Context: an optimization exercise on an open-source flow, tuned for small area and a short achievable clock period. The choices shown serve that exercise and are no tape-out recipe.
At most, simulation tests tie the RTL to the original design; equivalence was not proved.
Only the layout flow was run in run 3; the RTL was not checked for function there.
In every run shown here, the design's own scripts or RTL, not TritonCTS, make the clock network.
No driver is modelled on the clock port, so clock power and skew are understated where the tree is cut down; a real chip needs a root buffer or a tree.
Power and IR drop assume default switching activity.

$ cat flow/design.v
module Col0_Links (
    input  [23:0] p,
    output [10:0] l     
);
    wire [1:0] d [0:7];
    genvar k;
    generate for (k = 0; k < 8; k = k + 1) begin : g_d
        assign d[k] = p[3*k+1 +: 2];
    end endgenerate
    assign l[0]  = (d[0] == d[2]) | (d[1] == d[3]);
    assign l[1]  = (d[0] == d[5]) | (d[1] == d[4]);
    assign l[2]  = (d[0] == d[4]) | (d[1] == d[5]);
    assign l[3]  = (d[0] == d[7]) | (d[1] == d[6]);
    assign l[4]  = (d[0] == d[6]) | (d[1] == d[7]);
    assign l[5]  = (d[2] == d[5]) | (d[3] == d[4]);
    assign l[6]  = (d[2] == d[4]) | (d[3] == d[5]);
    assign l[7]  = (d[2] == d[7]) | (d[3] == d[6]);
    assign l[8]  = (d[2] == d[6]) | (d[3] == d[7]);
    assign l[9]  = (d[4] == d[7]) | (d[5] == d[6]);
    assign l[10] = (d[4] == d[6]) | (d[5] == d[7]);
endmodule
module Col0_Settings (
    input  [10:0] l,
    output [2:0]  s0       
);
    wire bd01 = l[0], bs02 = l[1], bd02 = l[2], bs03 = l[3], bd03 = l[4];
    wire bs12 = l[5], bd12 = l[6], bs13 = l[7], bd13 = l[8];
    wire bs23 = l[9], bd23 = l[10];
    wire n13 = ~(bs13 | bd13), n23 = ~(bs23 | bd23);
    wire s1 = ~(bd01 | (bs02 & bd12) | (bd02 & bs12) | (bs03 & bd13) | (bd03 & bs13));
    wire y1 = bs12 | (~bd12 & ~bd02);
    wire y0 = bd12 | (~bs12 & ~bd02);
    wire x1 = bs13 | (n13 & ((bs23 & y1) | (bd23 & ~y1) | (n23 & ~bd03)));
    wire x0 = bd13 | (n13 & ((bs23 & y0) | (bd23 & ~y0) | (n23 & ~bd03)));
    assign s0 = {s1 ? x1 : x0, s1 ? y1 : y0, s1};
endmodule
module Sub_Route (
    input [1:0] g0,
    input       g1h,
    input [1:0] g2,
    input       g3l,
    output [4:0] s     
);
    wire c11 = g2[1] ^ g0[1];
    wire a   = ~g0[0];
    wire b   = c11 ? ~g2[0] : ~g3l;
    assign s[0] = c11;
    assign s[1] = ~g0[1];
    assign s[2] = ~g1h;
    assign s[3] = g0[1] ? b : a;
    assign s[4] = g0[1] ? a : b;
endmodule
module Rest_Route (
    input  [2:0]  m0,
    input  [2:1]  m1,
    input  [2:0]  u1,
    input         l1h,
    input  [5:0]  m45,     
    input  [5:0]  m67,     
    input  [1:0]  s,       
    input  [1:0]  sn,
    output [3:0]  t,
    output [4:0]  bu,
    output [4:0]  bl
);
    wire [2:0] u2 = ({3{s[0]}} & m45[2:0]) | ({3{sn[0]}} & m45[5:3]);
    wire [2:0] u3 = ({3{s[1]}} & m67[2:0]) | ({3{sn[1]}} & m67[5:3]);
    wire [1:0] l2 = ({2{s[0]}} & m45[5:4]) | ({2{sn[0]}} & m45[2:1]);
    wire       l3 = (s[1] & m67[4])        | (sn[1] & m67[1]);
    genvar j;
    generate for (j = 0; j < 4; j = j + 1) begin : g_t
        assign t[j] = (m0 == 2*j) | (u1 == 2*j) | (u2 == 2*j) | (u3 == 2*j);
    end endgenerate
    Sub_Route u(.g0(m0[2:1]), .g1h(u1[2]), .g2(u2[2:1]), .g3l(u3[1]), .s(bu));
    Sub_Route l(.g0(m1[2:1]), .g1h(l1h),   .g2(l2),      .g3l(l3),    .s(bl));
endmodule
module Benes_8p (input wire [2:0] mp0, mp1, mp2, mp3, mp4, mp5, mp6, mp7,
    input clk,
    output wire [19:0] state
);
    wire [23:0] p0 = {mp7, mp6, mp5, mp4, mp3, mp2, mp1, mp0};
    wire [10:0] l_w;
    Col0_Links c0l(.p(p0), .l(l_w));
    reg [23:0] p1;
    reg [10:0] l1;
    always @(posedge clk) begin
        p1 <= p0;
        l1 <= l_w;
    end
    wire [2:0] s0_w;
    Col0_Settings c0s(.l(l1), .s0(s0_w));
    reg [2:0]  s0_2;
    reg [1:0]  s0n_2;
    reg [2:0]  m0_2;
    reg [2:1]  m1_2;
    reg [2:0]  u1_2;
    reg        l1h_2;
    reg [11:0] m47_2;
    always @(posedge clk) begin
        s0_2  <= s0_w;
        s0n_2 <= ~s0_w[2:1];
        m0_2  <= p1[2:0];
        m1_2  <= p1[5:4];
        u1_2  <= s0_w[0] ? p1[8:6] : p1[11:9];
        l1h_2 <= s0_w[0] ? p1[11]  : p1[8];
        m47_2 <= p1[23:12];
    end
    wire [3:0] t_w;
    wire [4:0] bu_w, bl_w;
    Rest_Route rr(.m0(m0_2), .m1(m1_2), .u1(u1_2), .l1h(l1h_2),
                  .m45(m47_2[5:0]), .m67(m47_2[11:6]),
                  .s(s0_2[2:1]), .sn(s0n_2), .t(t_w), .bu(bu_w), .bl(bl_w));
    wire [16:0] q_w = {t_w, s0_2, bl_w, bu_w};
    reg [16:0] q3, q4, q5, q6, q7;
    always @(posedge clk) begin
        q3 <= q_w;
        q4 <= q3;
        q5 <= q4;
        q6 <= q5;
        q7 <= q6;
    end
    assign state[0]  = 1'b1;
    assign state[1]  = 1'b1;
    assign state[2]  = q7[1];
    assign state[3]  = q7[3];
    assign state[4]  = q7[13];
    assign state[5]  = q7[10];
    assign state[6]  = q7[0];
    assign state[7]  = q7[2];
    assign state[8]  = q7[4];
    assign state[9]  = q7[14];
    assign state[10] = q7[11];
    assign state[11] = 1'b1;
    assign state[12] = q7[6];
    assign state[13] = q7[8];
    assign state[14] = q7[15];
    assign state[15] = q7[12];
    assign state[16] = q7[5];
    assign state[17] = q7[7];
    assign state[18] = q7[9];
    assign state[19] = q7[16];
endmodule
$ cat flow/flow/run.sh
#!/bin/bash
# The standard layout (standard.sh: ORFS with the standard synthesis),
# with three changes passed to ORFS as make variables:
#  - flow/clock_tree.tcl (PRE_CTS_TCL) builds the clock tree in place of
#    TritonCTS: the clock port drives one leaf buffer per group of at most
#    FLOW_CTS_LEAF registers (4 groups here), so every register is two cells
#    from the port;
#  - the ports are buffered with buf_2 rather than the default cell;
#  - flow/input_buffers.tcl (POST_CTS_TCL) makes the input-port buffers buf_1,
#    since the input paths have time to spare.
# All of make's output goes to make_finish.log, and ORFS's own per-step logs
# to orfs/logs/.
set -euo pipefail
here=$(pwd)
export FLOW_CTS_LEAF=${FLOW_CTS_LEAF:-38}
export FLOW_CLOCK_PORT=clk
bash standard.sh "PRE_GLOBAL_PLACE_TCL=$here/flow/clock_tree.tcl" "PRE_CTS_TCL=$here/flow/clock_tree.tcl" "POST_CTS_TCL=$here/flow/input_buffers.tcl" \
    "BUFFER_PORTS_ARGS=-buffer_cell sky130_fd_sc_hd__buf_2" finish > "$here/make_finish.log" 2>&1
test -f out/final.def
$ cat flow/flow/clock_tree.tcl
set ::ct_leaf [expr {[info exists ::env(FLOW_CTS_LEAF)] ? $::env(FLOW_CTS_LEAF) : 32}]
set ::ct_cell sky130_fd_sc_hd__clkbuf_16
set ::ct_port_max 4
set ::ct_block [ord::get_db_block]
set ::ct_master [[ord::get_db] findMaster $::ct_cell]

proc ct_center {iterms} {
  set sx 0.0; set sy 0.0
  foreach it $iterms {
    set b [[$it getInst] getBBox]
    set sx [expr {$sx + ([$b xMin] + [$b xMax]) / 2.0}]
    set sy [expr {$sy + ([$b yMin] + [$b yMax]) / 2.0}]
  }
  set n [llength $iterms]
  return [list [expr {$sx / $n}] [expr {$sy / $n}]]
}

# Estimated load (fF) of a leaf net over points {x y} in database units:
# the pins plus a Steiner length guess for their bounding box.
proc ct_load {pts} {
  set n [llength $pts]
  if {$n == 0} { return 0.0 }
  set x0 1e12; set y0 1e12; set x1 -1e12; set y1 -1e12
  foreach p $pts {
    lassign $p it x y
    if {$x < $x0} { set x0 $x }
    if {$x > $x1} { set x1 $x }
    if {$y < $y0} { set y0 $y }
    if {$y > $y1} { set y1 $y }
  }
  set dbu [[$::ct_block getTech] getDbUnitsPerMicron]
  set w [expr {($x1 - $x0) / double($dbu)}]
  set h [expr {($y1 - $y0) / double($dbu)}]
  set len [expr {0.8 * sqrt($n * $w * $h) + ($w + $h) / 2.0}]
  return [expr {$n * 1.8 + $len * 0.17}]
}

# Split the registers into k groups: cut along the longer spread, near the
# point that gives each side registers in proportion to its groups, where
# the larger estimated load per group is smallest.
proc ct_split {iterms k} {
  if {$k <= 1} { return [list $iterms] }
  set pts {}
  set xs {}; set ys {}
  foreach it $iterms {
    set b [[$it getInst] getBBox]
    set x [expr {([$b xMin] + [$b xMax]) / 2}]
    set y [expr {([$b yMin] + [$b yMax]) / 2}]
    lappend pts [list $it $x $y]
    lappend xs $x; lappend ys $y
  }
  set xs [lsort -integer $xs]; set ys [lsort -integer $ys]
  set axis [expr {([lindex $xs end] - [lindex $xs 0]) >= ([lindex $ys end] - [lindex $ys 0]) ? 1 : 2}]
  set pts [lsort -integer -index $axis $pts]
  set n [llength $pts]
  set k1 [expr {$k / 2}]
  set k2 [expr {$k - $k1}]
  set h0 [expr {($n * $k1 + $k / 2) / $k}]
  set d [expr {$n / 10}]
  set best_h $h0
  set best 1e12
  for {set h [expr {$h0 - $d}]} {$h <= $h0 + $d} {incr h} {
    if {$h < 1 || $h > $n - 1} { continue }
    set ca [expr {[ct_load [lrange $pts 0 [expr {$h - 1}]]] / $k1}]
    set cb [expr {[ct_load [lrange $pts $h end]] / $k2}]
    set c [expr {max($ca, $cb)}]
    if {$c < $best} { set best $c; set best_h $h }
  }
  set a {}; set b {}
  foreach p [lrange $pts 0 [expr {$best_h - 1}]] { lappend a [lindex $p 0] }
  foreach p [lrange $pts $best_h end] { lappend b [lindex $p 0] }
  return [concat [ct_split $a $k1] [ct_split $b $k2]]
}

proc ct_buffer {name x y in_net out_net} {
  set ct_block $::ct_block; set ct_master $::ct_master
  set inst [odb::dbInst_create $ct_block $ct_master $name]
  $inst setLocation [expr {int($x)}] [expr {int($y)}]
  $inst setPlacementStatus PLACED
  [$inst findITerm A] connect $in_net
  [$inst findITerm X] connect $out_net
  return $inst
}

proc ct_build {} {
  set port [$::ct_block findBTerm $::env(FLOW_CLOCK_PORT)]
  set clk [$port getNet]
  if {[$::ct_block findInst clkbuf_leaf_0] != "NULL"} {
    puts "clock_tree: already built"
    foreach inst [$::ct_block getInsts] {
      if {[string match "clkbuf_leaf_*" [$inst getName]]} { unset_dont_touch [$inst getName] }
    }
    return
  }
  set sinks [$clk getITerms]
  set k [expr {([llength $sinks] + $::ct_leaf - 1) / $::ct_leaf}]
  set groups [ct_split $sinks $k]
  # the clock port drives the leaf buffers itself when there are at most
  # ct_port_max of them, else through one root buffer
  if {$k <= $::ct_port_max} {
    set feed $clk
  } else {
    set feed [odb::dbNet_create $::ct_block clknet_root]
    $feed setSigType CLOCK
  }
  puts "clock_tree: [llength $sinks] sinks in $k groups, root buffer: [expr {$k > $::ct_port_max}]"
  set i 0
  set leaves {}
  foreach g $groups {
    set net [odb::dbNet_create $::ct_block clknet_leaf_$i]
    $net setSigType CLOCK
    foreach it $g {
      $it disconnect
      $it connect $net
    }
    lassign [ct_center $g] x y
    set inst [ct_buffer clkbuf_leaf_$i $x $y $feed $net]
    # kept through global placement's buffer removal; released at CTS
    set_dont_touch [$inst getName]
    lappend leaves [$inst findITerm A]
    incr i
  }
  if {$k > $::ct_port_max} {
    lassign [ct_center $leaves] x y
    ct_buffer clkbuf_root $x $y $clk $feed
  }
  $clk setSigType CLOCK
}
ct_build

set_propagated_clock [all_clocks]
proc clock_tree_synthesis {args} {
  puts "clock_tree: TritonCTS skipped, the tree is built"
}
$ cat flow/flow/input_buffers.tcl
# Run as ORFS's POST_CTS_TCL hook: the buffers on the permutation inputs
# drive paths with time to spare, so they are made the smallest buffer; timing
# repair after global routing may size them up again.
foreach bterm [[ord::get_db_block] getBTerms] {
  if {![string match "mp*" [$bterm getName]] || [$bterm getNet] == "NULL"} { continue }
  foreach it [[$bterm getNet] getITerms] {
    if {![$it isInputSignal]} { continue }
    set inst [$it getInst]
    if {[string match "sky130_fd_sc_hd__buf_*" [[$inst getMaster] getName]]} {
      replace_cell [$inst getName] sky130_fd_sc_hd__buf_1
    }
  }
}
detailed_placement
$ cat flow/standard.sh
#!/bin/bash
# synth_recipe.tcl (not shown) runs the flow's synth.tcl, then flattens the netlist and writes it again
# the make line also repeats each setting of config.mk as NAME=value (left out here)
make -C /OpenROAD-flow-scripts/flow DESIGN_CONFIG=/design/flow/config.mk WORK_HOME=/design/flow/orfs CLKGATE_MAP_FILE= SYNTH_SCRIPT=/design/flow/synth_recipe.tcl "${@:-finish}"
$ cat flow/config.mk
export PLATFORM = sky130hd
export DESIGN_NAME = Benes_8p
export DESIGN_NICKNAME = Benes_8p
export VERILOG_FILES = /design/flow/design.v
export SDC_FILE = /design/flow/constraint.sdc
export NUM_CORES = 4
export LEC_CHECK = 0
export ABC_AREA = 1
export CAP_MARGIN = 20
export CORE_MARGIN = 2
export CORE_UTILIZATION = 65
export SETUP_SLACK_MARGIN = 1.3
export SLEW_MARGIN = 20
$ cat flow/constraint.sdc
create_clock -name core_clock -period 2.5 [get_ports {clk}]
set_input_delay 0.5000 -clock core_clock [delete_from_list [all_inputs] [get_ports {clk}]]
set_output_delay 0.5000 -clock core_clock [all_outputs]
set_load 0.01 [all_outputs]
==> results.json, run 1 <==
{
  "global_routing_usage_summed_across_all_routing_layers_pct": 14.96,
  "routed_wirelength_um": 5136,
  "timing_worst_slew_pin_value_ns": 0.5261,
  "irDropWorstVdd_mv": 1.161,
  "crit_path_cell_trace": "buf_1 -> xor2_1 -> o22ai_1",
  "leak_pwr_nw": 1.972,
  "reg2regPathDepth": 6,
  "total_negative_setup_slacks_ns": 0,
  "antenna_found_initial": 0,
  "rsz0062_at_grt": "no",
  "dpl_worst_slack_ns": 1.359,
  "place_hpwl_um": 4084,
  "remaining_overflow_grt": 0,
  "final.setup.worst_slack_ns": 1.371,
  "diodes": 0,
  "run_status": "complete, no violations",
  "timing.hold.ws_ns": 0.3372,
  "synth_cell_type_count": 21,
  "postLayoutCellArea_um2": 4350,
  "synth_area_per_cell_um2": 11.61,
  "global_route_wire_length_before_repair_um": 8901,
  "finalWeightedCongestion": 0.7757,
  "critical_path_required_ns": 2.56,
  "grt_pass1_vias": 2067,
  "drive_above_1_share_pct": 10.85,
  "crit_fanout": 7,
  "final_net_count": 405,
  "power.density_cell_area_nw_per_um2": 991.8,
  "layout.filler_cells": 448,
  "max_cap_violations": 0,
  "drv_slew": 0,
  "die_span_x_um": 83.19,
  "clock_insertion_delay_worst_skew_ns": 0.18,
  "fmaxAchievable_mhz": 885.8,
  "drtPass1Iterations": 4,
  "setup.worst_path.start_class": "input pin",
  "cpPeakStageDelay_ns": 0.40,
  "detail_route.wl_per_cell_um": 11.34,
  "synth-edff-count": 0,
  "grt_max_degree": 39,
  "areaGrowthSynthToFinish_pct": 6.722,
  "postSynthRegisterBits": 145,
  "critical_path_top_delay_cell": "buf_1",
  "dpl_cell_area_um2": 4375,
  "register_area_share_after_synthesis_pct": 71.21,
  "start_util_pct": 68.05,
  "drtIter0Drc": 110,
  "critPathKind": "input pin to register",
  "post_synth_instance_area_um2": 4076,
  "final_antenna_net_count": 0,
  "timing_hold_violations_final": 0,
  "route.detailed.vias_per_inst": 4.726,
  "timing.reg2reg.setup_slack_ns": 1.41,
  "boundaryPins": 45,
  "rows": 28,
  "seqCellArea_um2": 2907,
  "route.detailed.drc": 0,
  "reg2reg_to": "s0n_2[0]",
  "worstHoldEndpoint": "q3[10]",
  "synthesis.instances": 351,
  "core_area_um2": 5991,
  "ys_top_cells_by_area": "dfxtp_1 71%, xor2_1 9.5%, nand2_1 4.3%",
  "finalNonFillerCells": 453,
  "timing.hold.worst_path_depth": 0,
  "place.detailed.instances": 453,
  "max_slew_margin_pct": 64.92,
  "worst_path_clk_slew_ns": 0.11,
  "design_power_total_mw": 4.315,
  "num_vias": 2141,
  "worst_hold_startpoint": "s0_2[0]",
  "floorplan.die_area_um2": 6921,
  "clock-skew-final_ns": 0.007555,
  "finalCoreUtilization_pct": 72.62,
  "r2r-start": "l1[6]",
  "ys.warnings.count": 2,
  "final_setup_vio_count": 0,
  "yosys.area.top_type_share_pct": 71.21,
  "chipHeight_um": 83.19,
  "arr_time_crit_path_ns": 1.19,
  "endpoint_kind": "register",
  "timing.final.crit_share_pct": 45.16,
  "synth_ff_type": "dfxtp_1",
  "synth_top_cell_by_area": "dfxtp_1",
  "port-buffer-count": 40,
  "synth_async_reset_ratio_pct": 0,
  "top_cell_types_by_occurrence_after_synthesis": "145 x dfxtp_1, 47 x nand2_1, 44 x xor2_1",
  "layout_min_cycle_time_ns": 1.129,
  "yosys.cell_count.top_type": "dfxtp_1",
  "multi_input_area_um2": 954.7,
  "hold_class": "register to register"
}
[critical path: cells and delay by family]
family	cells	cell delay (ns)
buf+inv	1	0.40
xor+xnor	1	0.19
compound gates	1	0.10
[layout make-up]
type	count	area share, %
Buffer	4	2.301
Sequential cell	145	66.81
Tap cell	75	2.157
Inverter	33	2.847
Multi-Input combinational cell	156	21.94
Timing Repair Buffer	40	3.940
[how the worst max path moves through the flow]
| stage | startpoint | to | slack [ns] | depth (start not counted) |
|---|---|---|---|---|
| global placement | q7[9] | state[18] | 1.38 | 1 |
| finish | mp7[1] | l1[7] | 1.37 | 3 |
| floorplan | mp4[2] | l1[10] | 1.48 | 3 |
| global route | s0_2[2] | q3[9] | 1.30 | 5 |
| detailed placement | mp0[2] | l1[2] | 1.36 | 3 |
[logic make-up (layout without fill, tap and decap cells)]
family                 count (synthesis)  in the layout  synth area share, %
flip-flops                           145            145                71.21
buffers and inverters                 52             77                5.556
AND/OR/NAND/NOR                       80             80                9.147
AO/OA/AOI/OAI                         29             29                4.543
XOR/XNOR                              44             44                9.454
other                                  1              3              0.09199
[cell usage in the layout, fill, tap and decap left out]
| cell | n |
|---|---|
| dfxtp_1 | 142 |
| nand2_1 | 47 |
| xor2_1 | 44 |
| inv_1 | 26 |
| buf_1 | 23 |
| nand3_1 | 19 |
| buf_2 | 17 |
| o22ai_1 | 12 |
| inv_2 | 7 |
| o21ai_1 | 6 |
| nand2_2 | 5 |
| nor2_1 | 5 |
| o31ai_1 | 4 |
| clkbuf_16 | 4 |
| o21ai_0 | 3 |
| conb_1 | 3 |
| dfxtp_2 | 3 |
| o21ai_2 | 2 |
| a22o_1 | 2 |
| nand3b_4 | 1 |
| nor2_8 | 1 |
| nor3_1 | 1 |
| nor2_2 | 1 |
[power breakdown]
| part | internal [mW] | leakage [nW] | switching (mW) |
|---|---|---|---|
| Clock | 0.300 | 0.0493 | 0.512 |
| Sequential | 2.80 | 1.22 | 0.137 |
| Combinational | 0.221 | 0.701 | 0.340 |
| Total | 3.33 | 1.97 | 0.990 |
[registers in the layout, summed over array words and instances, names as in the netlist, 3 cells and up]
name / cells
l1: 11
m0_2: 3
m47_2: 12
p1: 23
q3: 17
q4: 17
q5: 17
q6: 17
q7: 17
s0_2: 3
u1_2: 3
[per-layer routing]
layer | track usage, % | share of wire [%] | wire (um)
met4 | 1.192 | 0.92 | 47
met5 | 0 | 0 | 0
met2 | 29.77 | 51 | 2608
met1 | 18.50 | 45 | 2326
met3 | 0.6958 | 3.0 | 153
==> run 2: changes to the inputs <==
--- a/flow/flow/run.sh
+++ b/flow/flow/run.sh
@@ -14,6 +14,6 @@
 here=$(pwd)
 export FLOW_CTS_LEAF=${FLOW_CTS_LEAF:-38}
 export FLOW_CLOCK_PORT=clk
-bash standard.sh "PRE_GLOBAL_PLACE_TCL=$here/flow/clock_tree.tcl" "PRE_CTS_TCL=$here/flow/clock_tree.tcl" "POST_CTS_TCL=$here/flow/input_buffers.tcl" \
+bash standard.sh "PRE_CTS_TCL=$here/flow/clock_tree.tcl" "POST_CTS_TCL=$here/flow/input_buffers.tcl" \
     "BUFFER_PORTS_ARGS=-buffer_cell sky130_fd_sc_hd__buf_2" finish > "$here/make_finish.log" 2>&1
 test -f out/final.def
--- a/flow/flow/clock_tree.tcl
+++ b/flow/flow/clock_tree.tcl
@@ -85,13 +85,6 @@
 proc ct_build {} {
   set port [$::ct_block findBTerm $::env(FLOW_CLOCK_PORT)]
   set clk [$port getNet]
-  if {[$::ct_block findInst clkbuf_leaf_0] != "NULL"} {
-    puts "clock_tree: already built"
-    foreach inst [$::ct_block getInsts] {
-      if {[string match "clkbuf_leaf_*" [$inst getName]]} { unset_dont_touch [$inst getName] }
-    }
-    return
-  }
   set sinks [$clk getITerms]
   set k [expr {([llength $sinks] + $::ct_leaf - 1) / $::ct_leaf}]
   set groups [ct_split $sinks $k]
@@ -115,8 +108,6 @@
     }
     lassign [ct_center $g] x y
     set inst [ct_buffer clkbuf_leaf_$i $x $y $feed $net]
-    # kept through global placement's buffer removal; released at CTS
-    set_dont_touch [$inst getName]
     lappend leaves [$inst findITerm A]
     incr i
   }
==> results.json, run 2 <==
{
  "fmaxAchievable_mhz": 885.2,
  "final_antenna_net_count": 0,
  "hold_class": "register to register",
  "yosys.cell_count.top_type": "dfxtp_1",
  "crit_fanout": 1,
  "num_vias": 2123,
  "clock_insertion_delay_worst_skew_ns": 0.18,
  "synthesis.instances": 351,
  "use_met1_pct": 19.45,
  "rsz0062_at_grt": "no",
  "timing_worst_slew_pin_value_ns": 0.5366,
  "final_setup_vio_count": 0,
  "routed_wirelength_um": 5257,
  "largest_register": "p1",
  "final.setup.worst_slack_ns": 1.370,
  "start_util_pct": 68.05,
  "global_route_wire_length_before_repair_um": 8687,
  "drtPass1Iterations": 5,
  "irDropWorstVdd_mv": 0.9272,
  "diodes": 0,
  "place_hpwl_um": 3761,
  "drv_slew": 0,
  "synth_ff_type": "dfxtp_1",
  "drive_above_1_share_pct": 11.11,
  "remaining_overflow_grt": 0,
  "areaGrowthSynthToFinish_pct": 6.814,
  "grt_pass1_vias": 1968,
  "place.detailed.instances": 449,
  "synth_cell_type_count": 21,
  "setup.worst_path.start_class": "register",
  "grt.met2_usage_pct": 27.27,
  "dpl_worst_slack_ns": 1.356,
  "drtIter0Drc": 61,
  "final_net_count": 405,
  "synth_async_reset_ratio_pct": 0,
  "total_negative_setup_slacks_ns": 0,
  "core_area_um2": 5991,
  "worst-path-buf-inv": 1,
  "route.detailed.drc": 0,
  "register_area_share_after_synthesis_pct": 71.21,
  "top_cell_types_by_occurrence_after_synthesis": "145 x dfxtp_1, 47 x nand2_1, 44 x xor2_1",
  "layout_min_cycle_time_ns": 1.130,
  "finalNonFillerCells": 453,
  "endpoint_kind": "output pin",
  "ys_top_cells_by_area": "dfxtp_1 71%, xor2_1 9.5%, nand2_1 4.3%",
  "run_status": "complete, no violations",
  "critical_path_required_ns": 2.00,
  "grt-busiest-layer": "met2",
  "critical_path_top_delay_cell": "dfxtp_1",
  "synth_top_cell_by_area": "dfxtp_1",
  "yosys.area.top_type_share_pct": 71.21,
  "clock-skew-final_ns": 0.01102,
  "arr_time_crit_path_ns": 0.63,
  "grtUsageMet3_pct": 1.093,
  "detail_route.wl_per_cell_um": 11.60,
  "worst_path_clk_slew_ns": 0.12,
  "postSynthRegisterBits": 145,
  "layout.cells.most_common_list": "143 x dfxtp_1, 47 x nand2_1, 44 x xor2_1",
  "mostFrequentLayoutCell": "dfxtp_1",
  "rows": 28,
  "crit_family": "flip-flops",
  "leak_pwr_nw": 1.977,
  "max_slew_margin_pct": 64.23,
  "route.detailed.vias_per_inst": 4.687,
  "post_synth_instance_area_um2": 4076,
  "global_routing_usage_summed_across_all_routing_layers_pct": 14.75,
  "timing.final.crit_share_pct": 45.19,
  "max_cap_violations": 0,
  "chipHeight_um": 83.19,
  "critPathKind": "register to output pin",
  "power.density_cell_area_nw_per_um2": 994.4,
  "ys.warnings.count": 2,
  "timing_hold_violations_final": 0,
  "port-buffer-count": 40,
  "crit_path_cell_trace": "buf_2",
  "floorplan.die_area_um2": 6921,
  "boundaryPins": 45,
  "grt_max_degree": 39,
  "synth-edff-count": 0,
  "cpPeakStageDelay_ns": 0.33,
  "finalWeightedCongestion": 0.7729,
  "antenna_found_initial": 0,
  "die_span_x_um": 83.19,
  "flip_flop_count_of_the_largest_register_after_layout": 23,
  "layout.filler_cells": 435,
  "synth_area_per_cell_um2": 11.61
}
run 2: cell type report:
cell class	count	area, um^2	area share (%)
buffer	4	100.1	2.299
multi-input combinational	156	958.4	22.01
tap	75	93.84	2.155
timing repair buffer	40	172.7	3.966
sequential	145	2905	66.72
inverter	33	123.9	2.845
run 2: report_power, final:
part | switching [mW] | internal, mW | total (mW)
registers | 0.147 | 2.81 | 2.95
clock network | 0.519 | 0.300 | 0.818
logic | 0.337 | 0.222 | 0.559
run 2: cells by family (layout without fill, tap and decap cells):
kind of cell | Yosys count | count (layout) | synth area share, %
XOR/XNOR | 44 | 44 | 9.454
flip-flops | 145 | 145 | 71.21
other | 1 | 3 | 0.09199
AND/OR/NAND/NOR | 80 | 80 | 9.147
buffers and inverters | 52 | 77 | 5.556
AO/OA/AOI/OAI | 29 | 29 | 4.543
run 2: layer usage:
| metal | share of wire, % | vias up |
|---|---|---|
| met5 | 0 | - |
| met4 | 1.1 | 0 |
| met3 | 3.3 | 8 |
| met2 | 49 | 36 |
| met1 | 47 | 951 |
| li1 | - | 1128 |
run 2: path summary, 6_finish.rpt:
check             startpoint         to  slack, ns  cells past startpoint
setup / recovery      q7[12]  state[15]       1.37                      1
hold / removal         q4[2]      q5[2]       0.34                      0
setup reg to reg     s0_2[2]      q3[9]       1.42                      5
hold reg to reg        q4[2]      q5[2]       0.34                      0
run 2: through the flow:
step | util (%) | power, mW | hold slack (ns) | area, um^2
6_report | 72.68 | 4.330 | 0.3358 | 4354
5_1_grt | 72.68 | 4.542 | 0.3428 | 4354
3_5_place_dp | 71.37 | 3.573 | 0.3121 | 4275
3_3_place_gp | 71.37 | 3.530 | 0.3095 | 4275
2_1_floorplan | - | 3.379 | 0.3096 | 4084
==> run 3: changes to the inputs <==
--- a/flow/design.v
+++ b/flow/design.v
@@ -1,6 +1,6 @@
 module Col0_Links (
     input  [23:0] p,
-    output [10:0] l     
+    output [8:0] l     
 );
     wire [1:0] d [0:7];
     genvar k;
@@ -16,16 +16,17 @@
     assign l[6]  = (d[2] == d[4]) | (d[3] == d[5]);
     assign l[7]  = (d[2] == d[7]) | (d[3] == d[6]);
     assign l[8]  = (d[2] == d[6]) | (d[3] == d[7]);
-    assign l[9]  = (d[4] == d[7]) | (d[5] == d[6]);
-    assign l[10] = (d[4] == d[6]) | (d[5] == d[7]);
 endmodule
 module Col0_Settings (
-    input  [10:0] l,
+    input  [8:0]  l,
+    input  [11:0] p47,     
     output [2:0]  s0       
 );
     wire bd01 = l[0], bs02 = l[1], bd02 = l[2], bs03 = l[3], bd03 = l[4];
     wire bs12 = l[5], bd12 = l[6], bs13 = l[7], bd13 = l[8];
-    wire bs23 = l[9], bd23 = l[10];
+    wire [1:0] d4 = p47[2:1], d5 = p47[5:4], d6 = p47[8:7], d7 = p47[11:10];
+    wire bs23 = (d4 == d7) | (d5 == d6);
+    wire bd23 = (d4 == d6) | (d5 == d7);
     wire n13 = ~(bs13 | bd13), n23 = ~(bs23 | bd23);
     wire s1 = ~(bd01 | (bs02 & bd12) | (bd02 & bs12) | (bs03 & bd13) | (bd03 & bs13));
     wire y1 = bs12 | (~bd12 & ~bd02);
@@ -79,16 +80,16 @@
     output wire [19:0] state
 );
     wire [23:0] p0 = {mp7, mp6, mp5, mp4, mp3, mp2, mp1, mp0};
-    wire [10:0] l_w;
+    wire [8:0] l_w;
     Col0_Links c0l(.p(p0), .l(l_w));
     reg [23:0] p1;
-    reg [10:0] l1;
+    reg [8:0] l1;
     always @(posedge clk) begin
         p1 <= p0;
         l1 <= l_w;
     end
     wire [2:0] s0_w;
-    Col0_Settings c0s(.l(l1), .s0(s0_w));
+    Col0_Settings c0s(.l(l1), .p47(p1[23:12]), .s0(s0_w));
     reg [2:0]  s0_2;
     reg [1:0]  s0n_2;
     reg [2:0]  m0_2;
==> results.json, run 3 <==
{
  "route.detailed.drc": 0,
  "arr_time_crit_path_ns": 1.33,
  "postSynthRegisterBits": 143,
  "rsz0062_at_grt": "yes",
  "synth_async_reset_ratio_pct": 0,
  "run_status": "complete, no violations",
  "ys.warnings.count": 2,
  "timing.hold.ws_ns": 0.3293,
  "start_util_pct": 67.63,
  "reg2regPathDepth": 11,
  "areaGrowthSynthToFinish_pct": 13.20,
  "rows": 28,
  "hold_class": "register to register",
  "leak_pwr_nw": 2.105,
  "crit_fanout": 4,
  "core_area_um2": 5956,
  "total_negative_setup_slacks_ns": 0,
  "reg2reg_to": "s0n_2[1]",
  "mostFrequentLayoutCell": "dfxtp_1",
  "critPathKind": "register to register",
  "port-buffer-count": 40,
  "fmaxAchievable_mhz": 792.6,
  "flip_flop_count_of_the_largest_register_after_layout": 23,
  "timing_hold_violations_final": 0,
  "yosys.area.top_type_share_pct": 71.08,
  "register_area_share_after_synthesis_pct": 71.08,
  "die_span_x_um": 82.72,
  "grt_max_degree": 39,
  "drtPass1Iterations": 4,
  "timing.hold.worst_path_depth": 0,
  "global_routing_usage_summed_across_all_routing_layers_pct": 16.37,
  "worstHoldEndpoint": "q4[3]",
  "worst_hold_startpoint": "q3[3]",
  "timing.final.crit_share_pct": 50.46,
  "irDropWorstVdd_mv": 1.006,
  "yosys.cell_count.top_type": "dfxtp_1",
  "worst_path_clk_slew_ns": 0.12,
  "synth-edff-count": 0,
  "route.detailed.vias_per_inst": 4.768,
  "worstSetupStartpoint": "p1[14]",
  "synth_area_per_cell_um2": 11.13,
  "layout.cells.most_common_list": "130 x dfxtp_1, 50 x nand2_1, 38 x xor2_1",
  "drv_slew": 0,
  "synth_ff_type": "dfxtp_1",
  "power.density_cell_area_nw_per_um2": 956.0,
  "clock_insertion_delay_worst_skew_ns": 0.17,
  "endpoint_kind": "register",
  "routed_wirelength_um": 5625,
  "place_hpwl_um": 4035,
  "design_power_total_mw": 4.359,
  "post_synth_instance_area_um2": 4028,
  "multi_input_area_um2": 1081,
  "finalWeightedCongestion": 0.8527,
  "drtIter0Drc": 74,
  "synthesis.instances": 362,
  "remaining_overflow_grt": 0,
  "boundaryPins": 45,
  "chipHeight_um": 82.72,
  "clock-skew-final_ns": 0.01029,
  "final_setup_vio_count": 0,
  "final_antenna_net_count": 0,
  "drive_above_1_share_pct": 21.09,
  "timing.reg2reg.setup_slack_ns": 1.24,
  "antenna_found_initial": 0,
  "place.detailed.instances": 468,
  "floorplan.die_area_um2": 6842,
  "final_net_count": 430,
  "layout.filler_cells": 417,
  "seqCellArea_um2": 2892,
  "layout_min_cycle_time_ns": 1.262,
  "global_route_wire_length_before_repair_um": 8721,
  "top_cell_types_by_occurrence_after_synthesis": "143 x dfxtp_1, 65 x nand2_1, 41 x inv_1",
  "num_vias": 2279,
  "synth_cell_type_count": 24,
  "finalNonFillerCells": 478,
  "synth_top_cell_by_area": "dfxtp_1",
  "detail_route.wl_per_cell_um": 11.77,
  "critical_path_required_ns": 2.56,
  "max_cap_violations": 0,
  "diodes": 0,
  "r2r-start": "p1[14]",
  "ys_top_cells_by_area": "dfxtp_1 71%, xor2_1 8.3%, nand2_1 6.1%",
  "setup.worst_path.start_class": "register",
  "grt_pass1_vias": 2022,
  "largest_register": "p1"
}
==> run 3: cell count changes after synthesis, sizes merged, moves of 5 or more <==
cell	change
nand2	+16
nand3	-5
o21ai	-5
xor2	-6
inv	+12
buf	-12
==> run 3: cells by family (layout without fill, tap and decap cells) <==
family	after synthesis	after routing	share of synthesized area, %
AOI/OAI and AO/OA	25	25	4.256
xor gates and xnor gates	40	40	8.698
buffers and inverters	56	95	5.561
DFF	143	143	71.08
other	1	3	0.09311
and+or+nand+nor	97	97	10.31
==> run 3: how the worst max path moves through the flow <==
stage,cells after the start,end
finish,11,s0n_2[1]
global route,11,s0n_2[1]
floorplan,7,s0_2[2]
global placement,7,s0_2[2]
detailed placement,7,s0_2[2]
==> run 3: layer usage <==
layer	wire (um)	vias up	global-route usage (%)
li1	-	1188	-
met1	2305	1033	18.91
met2	2995	50	33.15
met3	245	8	1.413
met4	79	0	2.131
met5	0	-	0
==> run 3: stage by stage <==
stage	util, %	setup slack (ns)	instance area [um^2]
finish	76.55	1.238	4559
global route	76.55	1.182	4559
detailed placement	71.81	1.225	4277
global placement	71.81	1.245	4277
floorplan	-	1.374	4035
==> run 3: cell type report <==
cell class                      instances  area share (%)
Multi-Input combinational cell        165           23.71
Buffer                                  4           2.195
Inverter                               45           3.869
Tap cell                               75           2.058
Timing Repair Buffer                   46           4.748
Sequential cell                       143           63.42
==> run 3: where the power goes <==
part	internal (mW)	total, mW	leakage (nW)	switching [mW]
combinational	0.281	0.671	0.849	0.390
sequential	2.76	2.90	1.21	0.135
clock	0.299	0.792	0.0493	0.493
total	3.34	4.36	2.10	1.02
==> run 3: critical path, cell delays in order (launching register included) <==
cell	delay (ns)
dfxtp_4	0.40
inv_2	0.04
nand2_2	0.06
nand2_2	0.05
nand2_2	0.08
nand2_1	0.05
nor2_1	0.13
nand2_2	0.08
nand2_1	0.07
nand2_1	0.05
nand2_1	0.06
nand2_2	0.07
==> run 4: changes to the inputs <==
--- a/flow/design.v
+++ b/flow/design.v
@@ -1,6 +1,6 @@
 module Col0_Links (
     input  [23:0] p,
-    output [8:0] l     
+    output [10:0] l     
 );
     wire [1:0] d [0:7];
     genvar k;
@@ -16,17 +16,16 @@
     assign l[6]  = (d[2] == d[4]) | (d[3] == d[5]);
     assign l[7]  = (d[2] == d[7]) | (d[3] == d[6]);
     assign l[8]  = (d[2] == d[6]) | (d[3] == d[7]);
+    assign l[9]  = (d[4] == d[7]) | (d[5] == d[6]);
+    assign l[10] = (d[4] == d[6]) | (d[5] == d[7]);
 endmodule
 module Col0_Settings (
-    input  [8:0]  l,
-    input  [11:0] p47,     
+    input  [10:0] l,
     output [2:0]  s0       
 );
     wire bd01 = l[0], bs02 = l[1], bd02 = l[2], bs03 = l[3], bd03 = l[4];
     wire bs12 = l[5], bd12 = l[6], bs13 = l[7], bd13 = l[8];
-    wire [1:0] d4 = p47[2:1], d5 = p47[5:4], d6 = p47[8:7], d7 = p47[11:10];
-    wire bs23 = (d4 == d7) | (d5 == d6);
-    wire bd23 = (d4 == d6) | (d5 == d7);
+    wire bs23 = l[9], bd23 = l[10];
     wire n13 = ~(bs13 | bd13), n23 = ~(bs23 | bd23);
     wire s1 = ~(bd01 | (bs02 & bd12) | (bd02 & bs12) | (bs03 & bd13) | (bd03 & bs13));
     wire y1 = bs12 | (~bd12 & ~bd02);
@@ -80,16 +79,16 @@
     output wire [19:0] state
 );
     wire [23:0] p0 = {mp7, mp6, mp5, mp4, mp3, mp2, mp1, mp0};
-    wire [8:0] l_w;
+    wire [10:0] l_w;
     Col0_Links c0l(.p(p0), .l(l_w));
     reg [23:0] p1;
-    reg [8:0] l1;
+    reg [10:0] l1;
     always @(posedge clk) begin
         p1 <= p0;
         l1 <= l_w;
     end
     wire [2:0] s0_w;
-    Col0_Settings c0s(.l(l1), .p47(p1[23:12]), .s0(s0_w));
+    Col0_Settings c0s(.l(l1), .s0(s0_w));
     reg [2:0]  s0_2;
     reg [1:0]  s0n_2;
     reg [2:0]  m0_2;
==> flow/flow/run.sh (replaced) <==
#!/bin/bash
# The standard layout, with the clock tree built by flow/clock_tree.tcl (a
# tree with up to FLOW_CTS_LEAF registers per leaf buffer) in
# place of TritonCTS's.
set -euo pipefail
here=$(pwd)
export FLOW_CTS_LEAF=${FLOW_CTS_LEAF:-38}
export FLOW_CLOCK_PORT=clk
bash standard.sh "PRE_CTS_TCL=$here/flow/clock_tree.tcl" "BUFFER_PORTS_ARGS=-buffer_cell sky130_fd_sc_hd__buf_2" finish > "$here/make_finish.log" 2>&1
test -f out/final.def
--- a/flow/flow/clock_tree.tcl
+++ b/flow/flow/clock_tree.tcl
@@ -15,29 +15,6 @@
   return [list [expr {$sx / $n}] [expr {$sy / $n}]]
 }
 
-# Estimated load (fF) of a leaf net over points {x y} in database units:
-# the pins plus a Steiner length guess for their bounding box.
-proc ct_load {pts} {
-  set n [llength $pts]
-  if {$n == 0} { return 0.0 }
-  set x0 1e12; set y0 1e12; set x1 -1e12; set y1 -1e12
-  foreach p $pts {
-    lassign $p it x y
-    if {$x < $x0} { set x0 $x }
-    if {$x > $x1} { set x1 $x }
-    if {$y < $y0} { set y0 $y }
-    if {$y > $y1} { set y1 $y }
-  }
-  set dbu [[$::ct_block getTech] getDbUnitsPerMicron]
-  set w [expr {($x1 - $x0) / double($dbu)}]
-  set h [expr {($y1 - $y0) / double($dbu)}]
-  set len [expr {0.8 * sqrt($n * $w * $h) + ($w + $h) / 2.0}]
-  return [expr {$n * 1.8 + $len * 0.17}]
-}
-
-# Split the registers into k groups: cut along the longer spread, near the
-# point that gives each side registers in proportion to its groups, where
-# the larger estimated load per group is smallest.
 proc ct_split {iterms k} {
   if {$k <= 1} { return [list $iterms] }
   set pts {}
@@ -52,24 +29,12 @@
   set xs [lsort -integer $xs]; set ys [lsort -integer $ys]
   set axis [expr {([lindex $xs end] - [lindex $xs 0]) >= ([lindex $ys end] - [lindex $ys 0]) ? 1 : 2}]
   set pts [lsort -integer -index $axis $pts]
-  set n [llength $pts]
   set k1 [expr {$k / 2}]
-  set k2 [expr {$k - $k1}]
-  set h0 [expr {($n * $k1 + $k / 2) / $k}]
-  set d [expr {$n / 10}]
-  set best_h $h0
-  set best 1e12
-  for {set h [expr {$h0 - $d}]} {$h <= $h0 + $d} {incr h} {
-    if {$h < 1 || $h > $n - 1} { continue }
-    set ca [expr {[ct_load [lrange $pts 0 [expr {$h - 1}]]] / $k1}]
-    set cb [expr {[ct_load [lrange $pts $h end]] / $k2}]
-    set c [expr {max($ca, $cb)}]
-    if {$c < $best} { set best $c; set best_h $h }
-  }
+  set h [expr {([llength $pts] * $k1 + $k / 2) / $k}]
   set a {}; set b {}
-  foreach p [lrange $pts 0 [expr {$best_h - 1}]] { lappend a [lindex $p 0] }
-  foreach p [lrange $pts $best_h end] { lappend b [lindex $p 0] }
-  return [concat [ct_split $a $k1] [ct_split $b $k2]]
+  foreach p [lrange $pts 0 [expr {$h - 1}]] { lappend a [lindex $p 0] }
+  foreach p [lrange $pts $h end] { lappend b [lindex $p 0] }
+  return [concat [ct_split $a $k1] [ct_split $b [expr {$k - $k1}]]]
 }
 
 proc ct_buffer {name x y in_net out_net} {
--- a/flow/config.mk
+++ b/flow/config.mk
@@ -8,6 +8,6 @@
 export ABC_AREA = 1
 export CAP_MARGIN = 20
 export CORE_MARGIN = 2
-export CORE_UTILIZATION = 65
+export CORE_UTILIZATION = 70
 export SETUP_SLACK_MARGIN = 1.3
 export SLEW_MARGIN = 20
removed: flow/flow/input_buffers.tcl
==> results.json, run 4 <==
{
  "max_cap_violations": 0,
  "ys_top_cells_by_area": "dfxtp_1 71%, xor2_1 9.5%, nand2_1 4.3%",
  "endpoint_kind": "register",
  "drive_above_1_share_pct": 17.99,
  "floorplan.die_area_um2": 6450,
  "finalCoreUtilization_pct": 78.92,
  "synth-edff-count": 0,
  "irDropWorstVdd_mv": 0.8993,
  "global_route_wire_length_before_repair_um": 9901,
  "timing.hold.ws_ns": 0.3364,
  "yosys.area.top_type_share_pct": 71.21,
  "synth_ff_type": "dfxtp_1",
  "setup.worst_path.start_class": "register",
  "remaining_overflow_grt": 0,
  "antenna_found_initial": 0,
  "final_antenna_net_count": 0,
  "areaGrowthSynthToFinish_pct": 7.919,
  "critPathKind": "register to register",
  "leak_pwr_nw": 2.041,
  "final.setup.worst_slack_ns": 1.360,
  "grt_max_degree": 38,
  "yosys.cell_count.top_type": "dfxtp_1",
  "rsz0062_at_grt": "yes",
  "num_vias": 2160,
  "chipHeight_um": 80.31,
  "power.density_cell_area_nw_per_um2": 1004,
  "drtPass1Iterations": 4,
  "global_routing_usage_summed_across_all_routing_layers_pct": 19.59,
  "finalWeightedCongestion": 0.9038,
  "route.detailed.vias_per_inst": 4.800,
  "cts.repair_timing.setup_buffer_count": 0,
  "rows": 27,
  "place.detailed.instances": 446,
  "postSynthRegisterBits": 145,
  "clock_insertion_delay_worst_skew_ns": 0.18,
  "timing_hold_violations_final": 0,
  "fmaxAchievable_mhz": 877.4,
  "ys.warnings.count": 2,
  "top_cell_types_by_occurrence_after_synthesis": "145 x dfxtp_1, 47 x nand2_1, 44 x xor2_1",
  "timing.final.crit_share_pct": 45.59,
  "worst-path-buf-inv": 1,
  "place_hpwl_um": 4196,
  "final_setup_vio_count": 0,
  "crit_family": "flip-flops",
  "final_net_count": 405,
  "drtIter0Drc": 122,
  "critical_path_top_delay_cell": "dfxtp_2",
  "run_status": "complete, no violations",
  "synthesis.instances": 351,
  "register_area_share_after_synthesis_pct": 71.21,
  "worst_path_most_repeated_cell": "o21ai_0",
  "multi_input_area_um2": 975.9,
  "clock-skew-final_ns": 0.008473,
  "flip_flop_count_of_the_largest_register_after_layout": 23,
  "layout.cells.most_common_list": "142 x dfxtp_1, 45 x nand2_1, 44 x xor2_1",
  "total_negative_setup_slacks_ns": 0,
  "drv_slew": 0,
  "boundaryPins": 45,
  "routed_wirelength_um": 6154,
  "arr_time_crit_path_ns": 1.21,
  "dpl_worst_slack_ns": 1.357,
  "crit_fanout": 4,
  "critical_path_required_ns": 2.57,
  "hold_class": "register to register",
  "layout_min_cycle_time_ns": 1.140,
  "synth_async_reset_ratio_pct": 0,
  "post_synth_instance_area_um2": 4076,
  "layout.filler_cells": 332,
  "synth_area_per_cell_um2": 11.61,
  "synth_top_cell_by_area": "dfxtp_1",
  "grt_pass1_vias": 2157,
  "detail_route.wl_per_cell_um": 13.68,
  "diodes": 0,
  "seqCellArea_um2": 2909,
  "core_area_um2": 5574,
  "crit_path_cell_trace": "inv_1 -> o21ai_0 -> nand3_2 -> nand3_1 -> o21ai_0",
  "cpPeakStageDelay_ns": 0.38,
  "finalNonFillerCells": 450,
  "route.detailed.drc": 0,
  "port-buffer-count": 40,
  "worst_path_clk_slew_ns": 0.12,
  "mostFrequentLayoutCell": "dfxtp_1",
  "synth_cell_type_count": 21,
  "largest_register": "p1",
  "die_span_x_um": 80.31,
  "start_util_pct": 73.13
}
run 4: cell count changes in the layout (fill, tap and decap cells not counted), moves of 5 or more:
cell,before,now
buf_1,23,0
buf_2,17,40
buf_4,6,0
dfxtp_1,130,142
dfxtp_2,8,2
inv_1,32,26
nand2_1,50,45
nand2_2,16,7
nand3_1,11,18
xor2_1,38,44
run 4: power breakdown:
part	switching [mW]	leakage, nW	internal, mW
clock	0.528	0.0493	0.300
sequential	0.176	1.22	2.81
combinational	0.369	0.769	0.233
run 4: final cells by class:
| type | count | share of cell area (%) |
|---|---|---|
| sequential | 145 | 66.13 |
| multi-input combinational | 156 | 22.18 |
| timing repair buffer | 40 | 4.551 |
| inverter | 33 | 2.816 |
| buffer | 4 | 2.275 |
| tap | 72 | 2.048 |
run 4: per-layer routing:
layer / GRT usage [%] / vias to the layer above / routed length (um)
met3: 1.685 / 9 / 221
met5: 0 / - / 0
met2: 39.75 / 55 / 3291
met1: 22.19 / 969 / 2545
li1: - / 1127 / -
met4: 3.390 / 0 / 96
run 4: worst paths after layout:
| check | startpoint | endpoint | slack (ns) | cells past startpoint |
|---|---|---|---|---|
| worst min register to register | q3[2] | q4[2] | 0.34 | 0 |
| worst max register to register | s0_2[2] | q3[9] | 1.36 | 5 |
| worst min-delay path | q3[2] | q4[2] | 0.34 | 0 |
| worst max-delay path | s0_2[2] | q3[9] | 1.36 | 5 |
run 4: timing repair:
item,4_1_cts,5_1_grt
hold endpoints to repair,0,0
setup endpoints to repair,1,7
pin swaps,0,0
hold buffers,0,0
resized for setup,1,8
run 4: cell families after synthesis:
group	count (synthesis)	synth area share, %
flip-flops	145	71.21
AND/OR/NAND/NOR	80	9.147
buffers and inverters	52	5.556
XOR/XNOR	44	9.454
AO/OA/AOI/OAI	29	4.543
other	1	0.09199
run 4: through the flow:
step                area, um^2  total power, mW
finish                    4399            4.416
CTS                       4373            4.398
global route              4399            4.619
floorplan                 4084            3.379
global placement          4272            3.524
detailed placement        4272            3.601
run 4: worst reg2reg max path, cell delays in order, from the launching register on:
cell     delay (ns)
dfxtp_2        0.38
inv_1          0.07
o21ai_0        0.26
nand3_2        0.12
nand3_1        0.11
o21ai_0        0.09

[what the ideal ports hide]
No port has a modelled driver above. Below, the same layouts with a new extraction and two added sets of constraints.
Step 1 (the two cells are an assumption about what drives the block):
set clk [get_ports {clk}]
set_driving_cell -lib_cell sky130_fd_sc_hd__clkbuf_16 $clk
set_driving_cell -lib_cell sky130_fd_sc_hd__buf_2 [delete_from_list [all_inputs] $clk]
Step 2 times the ports against the registers' clock, not the clock port: input delays grow and output delays shrink by t, the midpoint of the rising clock arrivals with the driver on.
a / b / c = no drivers / after step 1 / after step 2; a / b = the first two.
| run | t (ns) | setup WS [ns] | clock arrival spread, ns |
|---|---|---|---|
| run 1 | 0.238 | 1.371 / 1.308 / 1.178 | 0.010 / 0.010 |
| run 2 | 0.242 | 1.370 / 1.300 / 1.184 | 0.011 / 0.011 |
| run 3 | 0.241 | 1.238 / 1.238 / 1.210 | 0.010 / 0.011 |
| run 4 | 0.247 | 1.360 / 1.290 / 1.360 | 0.010 / 0.011 |
After both steps every run listed still meets setup and hold. The setup slack of run 1, which loses most, moves by -0.063 ns with the drivers and by -0.193 ns with both steps.
